Source: an optimization exercise on an open RTL-to-GDS flow (aim: small area). Production flows keep margins and buffers that such runs may drop. Only simulation tests tie the RTL to the original design; equivalence was not proved. The flow treats the clock pin as an ideal source. Dropping or thinning the clock tree relies on that and would not hold on a real chip. Power and IR drop assume default switching activity.

==> flow/design.v (excerpt) <==
module motor_controle (
    input  logic clk,
    input  logic rst,
    input  logic sensor,
    output logic led_red, led_green,
    output logic pino_buzzer,
    output logic pino_in1,
    output logic pino_in2,
    output logic pino_in3,
    output logic pino_in4,
    output logic seg_a,
    output logic seg_b,
    output logic seg_c,
    output logic seg_d,
    output logic seg_e,
    output logic seg_f,
    output logic seg_g
);
Size: ~180 cells after synthesis, about 57 flip-flops, about 17 I/O pins, about 0.0019 mm² of cells after synthesis.
Settings: LEC_CHECK=0, CAP_MARGIN=20, CORE_MARGIN=2, CORE_UTILIZATION=60, SLEW_MARGIN=20; clock period 10.0 ns.
standard.sh (not shown) runs the stock make flow with config.mk's settings and CLKGATE_MAP_FILE= SYNTH_SCRIPT=/design/flow/synth_recipe.tcl, a recipe that flattens the netlist after the stock synthesis.
==> flow/flow/run.sh <==
#!/bin/bash
set -euo pipefail
here=$(pwd)
cat flow/abc_head.tcl synth_recipe.tcl > my_synth.tcl
export FLOW_ABC_SCRIPT=$here/flow/area.abc
ports="-buffer_cell sky130_fd_sc_hd__buf_1"
cts="-sink_clustering_enable -repair_clock_nets -dont_use_dummy_load -buf_list sky130_fd_sc_hd__clkbuf_4"
export BUFFER_PORTS_ARGS="$ports" CTS_ARGS="$cts"
export POST_CTS_TCL=$here/flow/clock_buffers.tcl CLOCK_BUFFERS=2 CLOCK_BUFFER_CELL=sky130_fd_sc_hd__buf_12
bash standard.sh "SYNTH_SCRIPT=$here/my_synth.tcl" "ADDER_MAP_FILE=" \
  "MIN_BUF_CELL_AND_PORTS=sky130_fd_sc_hd__buf_1 A X" "BUFFER_PORTS_ARGS=$ports" "CTS_ARGS=$cts" "POST_CTS_TCL=$POST_CTS_TCL" finish > standard.log 2>&1
==> flow/flow/clock_buffers.tcl <==
set block [ord::get_db_block]
set clkbuf_master [[ord::get_db] findMaster $::env(CLOCK_BUFFER_CELL)]
set clk_net [$block findNet clk]
set sinks {}
set old_insts {}
set old_nets {}
# walk the tree from the clock port
set todo [list $clk_net]
while {[llength $todo] > 0} {
  set net [lindex $todo 0]
  set todo [lrange $todo 1 end]
  foreach it [$net getITerms] {
    set inst [$it getInst]
    if {![$it isInputSignal] && [$it getIoType] ne "INPUT"} { continue }
    set m [[$inst getMaster] getName]
    if {[string match "sky130_fd_sc_hd__clkbuf_*" $m] || [string match "sky130_fd_sc_hd__clkinv*" $m] || [string match "sky130_fd_sc_hd__buf_*" $m]} {
      if {[string match "sky130_fd_sc_hd__clkinv*" $m]} { error "unexpected clock inverter [$inst getName]" }
      lappend old_insts $inst
      foreach ot [$inst getITerms] {
        if {[$ot isOutputSignal]} {
          set on [$ot getNet]
          if {$on ne "NULL"} { lappend todo $on; lappend old_nets $on }
        }
      }
    } else {
      lappend sinks $it
    }
  }
}
puts "clock buffers: [llength $sinks] sinks, removing [llength $old_insts] buffers"
# split the sinks into K groups of equal size by position (balanced k-means), one buffer
# per group
set K $::env(CLOCK_BUFFERS)
set pts {}
foreach it $sinks {
  set b [[$it getInst] getBBox]
  lappend pts [list [expr {([$b xMin] + [$b xMax]) / 2.0}] [expr {([$b yMin] + [$b yMax]) / 2.0}]]
}
set n [llength $sinks]
set cents {}
for {set k 0} {$k < $K} {incr k} {
  set p [lindex [lsort -real -index 0 $pts] [expr {int(($k + 0.5) * $n / $K)}]]
  lappend cents $p
}
for {set iter 0} {$iter < 30} {incr iter} {
  # balanced assignment: closest (sink, group) pairs first, at most ceil(n/K) sinks a group
  set cap [expr {($n + $K - 1) / $K}]
  set pairs {}
  set i 0
  foreach p $pts {
    for {set k 0} {$k < $K} {incr k} {
      set c [lindex $cents $k]
      lappend pairs [list [expr {pow([lindex $p 0] - [lindex $c 0], 2) + pow([lindex $p 1] - [lindex $c 1], 2)}] $i $k]
    }
    incr i
  }
  set assign [lrepeat $n -1]
  set fill [lrepeat $K 0]
  foreach pr [lsort -real -index 0 $pairs] {
    lassign $pr d i k
    if {[lindex $assign $i] < 0 && [lindex $fill $k] < $cap} {
      lset assign $i $k
      lset fill $k [expr {[lindex $fill $k] + 1}]
    }
  }
  set nc {}
  for {set k 0} {$k < $K} {incr k} {
    set sx 0; set sy 0; set m 0
    foreach p $pts a $assign { if {$a == $k} { set sx [expr {$sx + [lindex $p 0]}]; set sy [expr {$sy + [lindex $p 1]}]; incr m } }
    if {$m > 0} { lappend nc [list [expr {$sx / $m}] [expr {$sy / $m}]] } else { lappend nc [lindex $cents $k] }
  }
  set cents $nc
}
foreach it $sinks { $it disconnect }
foreach inst $old_insts { odb::dbInst_destroy $inst }
foreach net $old_nets { odb::dbNet_destroy $net }
for {set k 0} {$k < $K} {incr k} {
  set buf [odb::dbInst_create $block $clkbuf_master "clkbuf_grp_$k"]
  set out_net [odb::dbNet_create $block "clknet_grp_$k"]
  $out_net setSigType CLOCK
  foreach it [$buf getITerms] {
    set mt [$it getMTerm]
    if {[$mt getName] eq "A"} { $it connect $clk_net }
    if {[$mt getName] eq "X"} { $it connect $out_net }
  }
  set m 0
  foreach it $sinks a $assign { if {$a == $k} { $it connect $out_net; incr m } }
  set c [lindex $cents $k]
  $buf setLocation [expr {int([lindex $c 0])}] [expr {int([lindex $c 1])}]
  $buf setPlacementStatus PLACED
  puts "clock buffer $k: $m sinks"
}
detailed_placement
check_placement -verbose
estimate_parasitics -placement
report_clock_skew
report_check_types -max_slew -max_capacitance
Other scripts of this flow, unchanged in this note and not shown: flow/flow/abc_head.tcl, flow/flow/area.abc
The baseline finished clean.
Edit:
--- a/flow/flow/run.sh
+++ b/flow/flow/run.sh
@@ -9 +9 @@
-export POST_CTS_TCL=$here/flow/clock_buffers.tcl CLOCK_BUFFERS=2 CLOCK_BUFFER_CELL=sky130_fd_sc_hd__buf_12
+export POST_CTS_TCL=$here/flow/clock_buffers.tcl CLOCK_BUFFERS=2 CLOCK_BUFFER_CELL=sky130_fd_sc_hd__clkbuf_16
@@ -11 +11 @@
-  "MIN_BUF_CELL_AND_PORTS=sky130_fd_sc_hd__buf_1 A X" "BUFFER_PORTS_ARGS=$ports" "CTS_ARGS=$cts" "POST_CTS_TCL=$POST_CTS_TCL" finish > standard.log 2>&1
+  "BUFFER_PORTS_ARGS=$ports" "CTS_ARGS=$cts" "POST_CTS_TCL=$POST_CTS_TCL" finish > standard.log 2>&1
--- a/flow/flow/clock_buffers.tcl
+++ b/flow/flow/clock_buffers.tcl
@@ -31,2 +31 @@
-# split the sinks into K groups of equal size by position (balanced k-means), one buffer
-# per group
+# split the sinks into K groups by position (k-means), one buffer per group
@@ -46,4 +45 @@
-  # balanced assignment: closest (sink, group) pairs first, at most ceil(n/K) sinks a group
-  set cap [expr {($n + $K - 1) / $K}]
-  set pairs {}
-  set i 0
+  set assign {}
@@ -50,0 +47 @@
+    set best 0; set bd 1e30
@@ -53 +50,2 @@
-      lappend pairs [list [expr {pow([lindex $p 0] - [lindex $c 0], 2) + pow([lindex $p 1] - [lindex $c 1], 2)}] $i $k]
+      set d [expr {pow([lindex $p 0] - [lindex $c 0], 2) + pow([lindex $p 1] - [lindex $c 1], 2)}]
+      if {$d < $bd} { set bd $d; set best $k }
@@ -55,10 +53 @@
-    incr i
-  }
-  set assign [lrepeat $n -1]
-  set fill [lrepeat $K 0]
-  foreach pr [lsort -real -index 0 $pairs] {
-    lassign $pr d i k
-    if {[lindex $assign $i] < 0 && [lindex $fill $k] < $cap} {
-      lset assign $i $k
-      lset fill $k [expr {[lindex $fill $k] + 1}]
-    }
+    lappend assign $best
Outcome: Via count goes up by 3.5%; worst hold slack loses 7.4 ps; utilization came out higher by 0.33 points; final area went up by 0.50%; routed wire length falls by 2.8%; global-route usage fell by 0.59 points; combinational power decreases by about 2%; clock skew fell by 3.5 ps; critical path depth does not change; register-to-register slack improved by 20 ps.
Edit:
--- a/flow/flow/run.sh
+++ b/flow/flow/run.sh
@@ -9 +9 @@
-export POST_CTS_TCL=$here/flow/clock_buffers.tcl CLOCK_BUFFERS=2 CLOCK_BUFFER_CELL=sky130_fd_sc_hd__clkbuf_16
+export POST_CTS_TCL=$here/flow/clock_buffers.tcl CLOCK_BUFFERS=3 CLOCK_BUFFER_CELL=sky130_fd_sc_hd__clkbuf_8
After rerunning: Worst setup slack is worse by 4.9 ps. Sequential power is about the same. Design area went down by 0.44%. Clock power is lower by 7.6%.
In every run of this note, the design's own scripts or RTL, not TritonCTS, make the clock network.

afterwards: timing with drivers on the ports:
The flow's constraints put no driver on any port. The routed layouts listed below were extracted and timed again, unchanged, in two steps.
Step 1 (the two cells are an assumption about what drives the block):
set clk [get_ports {clk}]
set_driving_cell -lib_cell sky130_fd_sc_hd__clkbuf_16 $clk
set_driving_cell -lib_cell sky130_fd_sc_hd__buf_2 [delete_from_list [all_inputs] $clk]
Step 2 moves the port delays by t, midway between the first and last clock arrival at a register: inputs arrive t later, outputs are due t later. That takes back most of the time a late clock gives input paths.
a / b / c = no drivers / after step 1 / after step 2; a / b = the first two.
| run | t (ns) | setup slack, ns | clock arrival spread, ns |
|---|---|---|---|
| the first run | 0.184 | 6.460 / 6.414 / 6.569 | 0.009 / 0.009 |
| the second run | 0.197 | 6.445 / 6.403 / 6.592 | 0.006 / 0.006 |
| the third run | 0.207 | 6.440 / 6.396 / 6.581 | 0.024 / 0.025 |
After both steps every run listed still meets setup and hold.
